What follows belongs to an exercise in optimizing a design on an open flow for small area and a short achievable clock period; a production flow would make more cautious choices. Only simulation tests tie the RTL to the original design; equivalence was not proved. Power and IR drop assume default switching activity.

## lagoon
==> flow/design.v (excerpt) <==
module residual_block (
    input clk,
    input rst,
    input start,
    output reg done,
    input  signed [127:0] input_tensor,
    input  [7:0]  conv1_weights_flat,
    input  [7:0]  conv1_bias_flat,
    input  [31:0] conv2_weights_flat,
    input  [7:0]  conv2_bias_flat,
    input  [7:0]  conv3_weights_flat,
    input  [7:0]  conv3_bias_flat,
    input  [7:0]  conv_shortcut_weights_flat,
    input  [7:0]  conv_shortcut_bias_flat,
    output reg signed [71:0] output_tensor
);
clock: 10.0 ns
lec_check: 0
cap_margin: 20
core_margin: 2
core_utilization: 40
slew_margin: 20
synth_hierarchical: 1
standard.sh (not shown) runs the stock make flow with config.mk's settings and CLKGATE_MAP_FILE= SYNTH_SCRIPT=/design/flow/synth_recipe.tcl, a recipe that flattens the netlist after the stock synthesis.
==> flow/flow/run.sh <==
#!/bin/bash
set -euo pipefail
export BUFFER_PORTS_ARGS="-buffer_cell sky130_fd_sc_hd__buf_1"
export SETUP_SLACK_MARGIN=6.3
export TNS_END_PERCENT=0
bash standard.sh > standard_flow.log 2>&1
## Diff of input files: yarrow against lagoon
==> flow/flow/run.sh <==
#!/bin/bash
set -euo pipefail
export BUFFER_PORTS_ARGS="-buffer_cell sky130_fd_sc_hd__buf_1"
export SETUP_SLACK_MARGIN=6.3
bash standard.sh > standard_flow.log 2>&1
==> results.txt <==
- The final design instance area without fill was comparable across yarrow and lagoon.
- On non-clock buffer area fraction after layout, yarrow tracks lagoon almost exactly.
- On sequential share of layout area, lagoon tracks yarrow almost exactly.
- Net switching share of the total power delta (yarrow -> lagoon): insignificant

========
Another version of the RTL of residual_block (not shown whole).
Size in the first run: roughly 1500 cells after synthesis, ~280 flip-flops, ~290 I/O pins, ~18000 sq um of cells after synthesis.
export LEC_CHECK = 0
export CAP_MARGIN = 20
export CORE_MARGIN = 2
export CORE_UTILIZATION = 40
export CTS_CLUSTER_DIAMETER = 200
export CTS_CLUSTER_SIZE = 30
export SLEW_MARGIN = 20
export SYNTH_HIERARCHICAL = 1
create_clock -name core_clock -period 10.0 [get_ports {clk}]
==> flow/flow/run.sh <==
#!/bin/bash
set -euo pipefail
export BUFFER_PORTS_ARGS="-buffer_cell sky130_fd_sc_hd__buf_1"
export SETUP_SLACK_MARGIN=6.7
export TNS_END_PERCENT=0
bash standard.sh > standard_flow.log 2>&1
Then changed:
--- a/flow/flow/run.sh
+++ b/flow/flow/run.sh
@@ -4 +4 @@
-export SETUP_SLACK_MARGIN=6.7
+export SETUP_SLACK_MARGIN=6.85
Settings changed: CORE_UTILIZATION 40 to 65, CTS_CLUSTER_DIAMETER 200 to 150, CTS_CLUSTER_SIZE 30 to 24.
Effect: Final area went down by 1.2%. Hold slack got worse by 0.018 ns. Worst setup slack got worse by 0.044 ns. Global-route usage went up by 11 points. Synthesized cell count is unchanged. Non-clock buffer count went up by 2. Synthesized area does not change.
Then changed:
--- a/flow/flow/run.sh
+++ b/flow/flow/run.sh
@@ -4,2 +4 @@
-export SETUP_SLACK_MARGIN=6.85
-export TNS_END_PERCENT=0
+export SETUP_SLACK_MARGIN=6.7
Settings changed: CORE_UTILIZATION 65 to 40, CTS_CLUSTER_DIAMETER 150 to not set, CTS_CLUSTER_SIZE 24 to not set.
Result: Final area increases by 5.7%; count of clock-buffer cells in the layout came out higher by 24; utilization went down by 25 points.
Then changed:
--- a/flow/flow/run.sh
+++ b/flow/flow/run.sh
@@ -4,0 +5 @@
+export TNS_END_PERCENT=0
Settings changed: CORE_UTILIZATION 40 to 65.
Count of clock-buffer cells in the layout shrinks by 10.
Non-clock buffer count shrinks by 2.
Sequential power barely changes.
Cell count shrinks by roughly a tenth.
Power shrinks by a few percent.
Flip-flop and latch count is unchanged.
Setup slack is worse by 0.056 ns.
Global-route usage grows by 12 points.

========
== build 65 ==
residual_block again, from the RTL that the note above started with.
clock: 10.0 ns
lec_check: 0
cap_margin: 20
core_margin: 2
core_utilization: 65
cts_cluster_diameter: 200
cts_cluster_size: 30
slew_margin: 20
synth_hierarchical: 1
==> flow/flow/run.sh <==
#!/bin/bash
set -euo pipefail
export BUFFER_PORTS_ARGS="-buffer_cell sky130_fd_sc_hd__buf_1"
export SETUP_SLACK_MARGIN=6.7
export TNS_END_PERCENT=0
bash standard.sh > standard_flow.log 2>&1
diff inputs: build 65 => build 33
--- a/flow/config.mk
+++ b/flow/config.mk
@@ -10,4 +10,4 @@
 export CORE_UTILIZATION = 65
-export CTS_CLUSTER_DIAMETER = 200
-export CTS_CLUSTER_SIZE = 30
+export CTS_CLUSTER_DIAMETER = 150
+export CTS_CLUSTER_SIZE = 24
 export SLEW_MARGIN = 20
Results
- Relative to build 65, worst setup slack has increased by 0.0057 ns in build 33.
- On cell area power density, build 65 and build 33 are basically level.
- Build 33 vs. build 65: largest incremental delay on the critical path barely changed; final critical-path required period fell by 0.0057 ns; combinational-cell power consumption moved down.
- Looking at the reports, build 33 completed the entire flow and the layout it produced met the timing, design-rule and antenna checks.
- Summary of build 33 over build 65: clock buffer instance count of the final layout rose 3; multiplexer area fraction after synthesis about even.
Setup changes, build 33 to build 64
--- a/flow/config.mk
+++ b/flow/config.mk
@@ -9,3 +9,3 @@
 export CORE_MARGIN = 2
-export CORE_UTILIZATION = 65
+export CORE_UTILIZATION = 40
 export CTS_CLUSTER_DIAMETER = 150
==> results.txt <==
[build 64] die outline area rose about 60% relative to build 33. Going from build 33 to build 64, sequential power comparable; total power lower; combinational fraction of design power dropped 1.0 points. | final cell count | build 64 vs build 33 | 210 higher |. Between build 64 and build 33, it is build 64 whose internal power of the cells is lower, by 92 uW. Relative to build 33, maximum VDD drop decreased by 5.7% in build 64. Design area was higher in build 64 than in build 33. Wire length of the first global-routing pass in build 64 vs build 33: up about 5%. Status: required time of the worst setup path parity (build 64, build 33).
Edits applied to the flow inputs when going from build 64 to build 96:
--- a/flow/flow/run.sh
+++ b/flow/flow/run.sh
@@ -3,3 +3,3 @@
 export BUFFER_PORTS_ARGS="-buffer_cell sky130_fd_sc_hd__buf_1"
-export SETUP_SLACK_MARGIN=6.7
+export SETUP_SLACK_MARGIN=6.55
 export TNS_END_PERCENT=0
--- a/flow/config.mk
+++ b/flow/config.mk
@@ -9,3 +9,3 @@
 export CORE_MARGIN = 2
-export CORE_UTILIZATION = 40
+export CORE_UTILIZATION = 65
 export CTS_CLUSTER_DIAMETER = 150
[summary]
- For the number of fillers in the final layout, build 96 came in 2140 lower than build 64 did.
- Compared to build 64, build 96 has power spent charging and discharging nets 55 uW higher.
- The number of nets in the final layout of build 64 and that of build 96 are within noise of each other.
- Build 96 — final instance area 260 um2 lower, build 64 as reference
- In the reports for build 64 and build 96, the larger overall power consumption belongs to build 96.
- Build 96 against build 64: share of the clock period used by the worst path after layout neither gained nor lost much, worst slack on hold paths lost 0.016 ns.
Input changes introduced in build 84 (baseline for comparison: build 96):
--- a/flow/flow/run.sh
+++ b/flow/flow/run.sh
@@ -3,3 +3,3 @@
 export BUFFER_PORTS_ARGS="-buffer_cell sky130_fd_sc_hd__buf_1"
-export SETUP_SLACK_MARGIN=6.55
+export SETUP_SLACK_MARGIN=6.7
 export TNS_END_PERCENT=0
--- a/flow/config.mk
+++ b/flow/config.mk
@@ -12,2 +12,3 @@
 export CTS_CLUSTER_SIZE = 24
+export GPL_TIMING_DRIVEN = 1
 export SLEW_MARGIN = 20
Notes after the runs:
Build 84 completed; timing, DRC and antenna clean
The count of clock-buffer cells in the layout in build 84 was higher than what build 96 gave.
Build 96 → build 84: wire length lower, mux cell area share after synthesis roughly the same.
Compared with build 96, in build 84 area added between synthesis and finish level; overall power consumption now sits higher; worst setup margin went up by 0.032 ns.
On slew of the pin with the lowest slew margin, build 84 and build 96 are basically level.
Number of diodes: build 84 and build 96 compared, lower one is build 84
> inputs changed (build 84 -> build 21)
--- a/flow/config.mk
+++ b/flow/config.mk
@@ -12,3 +12,2 @@
 export CTS_CLUSTER_SIZE = 24
-export GPL_TIMING_DRIVEN = 1
 export SLEW_MARGIN = 20
Findings:
- Diff build 21..build 84 | adder-cell share of the synthesized area | unchanged
- Remaining global-route overflow: build 84 vs build 21 identical
- Build 84 -> build 21: proportion of final cell area spent on non-clock buffers delta 0, exact match
- Build 21 against build 84: number of different library cells in the post-synthesis netlist now sits at about the same level, hold slack flat.

[afterwards: timing with drivers on the ports]
The flow's constraints put no driver on any port. The routed layouts listed below were extracted and timed again, unchanged, in two steps.
Step 1: set_driving_cell puts a clkbuf_16 on clk and a buf_2 on each other input, an assumption about the parent block.
Step 2 adds t to the input delays and takes it off the output delays; t is the mean of the earliest and latest rising clock arrival at the registers after step 1. Input paths then give back, and output paths get back, about the clock's delay inside the block.
a / b / c = no drivers / after step 1 / after step 2; a / b = the first two.
run | t, ns | setup slack, ns | worst register clock-pin slew, ns | worst slew at a driven data input, ns | cell pins on the clock port's net
lagoon | 0.630 | 6.444 / 6.444 / 6.386 | 0.07 / 0.07 | 0.06 | 1
yarrow | 0.630 | 6.513 / 6.513 / 6.383 | 0.07 / 0.07 | 0.06 | 1
the first run of note 2 | 0.550 | 6.589 / 6.589 / 6.347 | 0.12 / 0.12 | 0.07 | 1
the second run of note 2 | 0.541 | 6.545 / 6.545 / 6.324 | 0.10 / 0.10 | 0.07 | 1
the third run of note 2 | 0.611 | 6.635 / 6.635 / 6.321 | 0.06 / 0.06 | 0.07 | 1
the fourth run of note 2 | 0.599 | 6.579 / 6.579 / 6.315 | 0.07 / 0.07 | 0.07 | 1
build 65 | 0.549 | 6.608 / 6.608 / 6.337 | 0.12 / 0.12 | 0.07 | 1
build 33 | 0.540 | 6.613 / 6.613 / 6.321 | 0.10 / 0.10 | 0.08 | 1
build 64 | 0.553 | 6.581 / 6.581 / 6.333 | 0.10 / 0.10 | 0.07 | 1
build 96 | 0.540 | 6.581 / 6.581 / 6.312 | 0.10 / 0.10 | 0.07 | 1
build 84 | 0.540 | 6.613 / 6.613 / 6.321 | 0.10 / 0.10 | 0.08 | 1
build 21 | 0.540 | 6.613 / 6.613 / 6.321 | 0.10 / 0.10 | 0.08 | 1
After both steps every run listed still meets setup and hold. For the third run of note 2, which loses most, drivers alone change the setup slack by 0.000 ns; drivers and shift together by -0.314 ns.
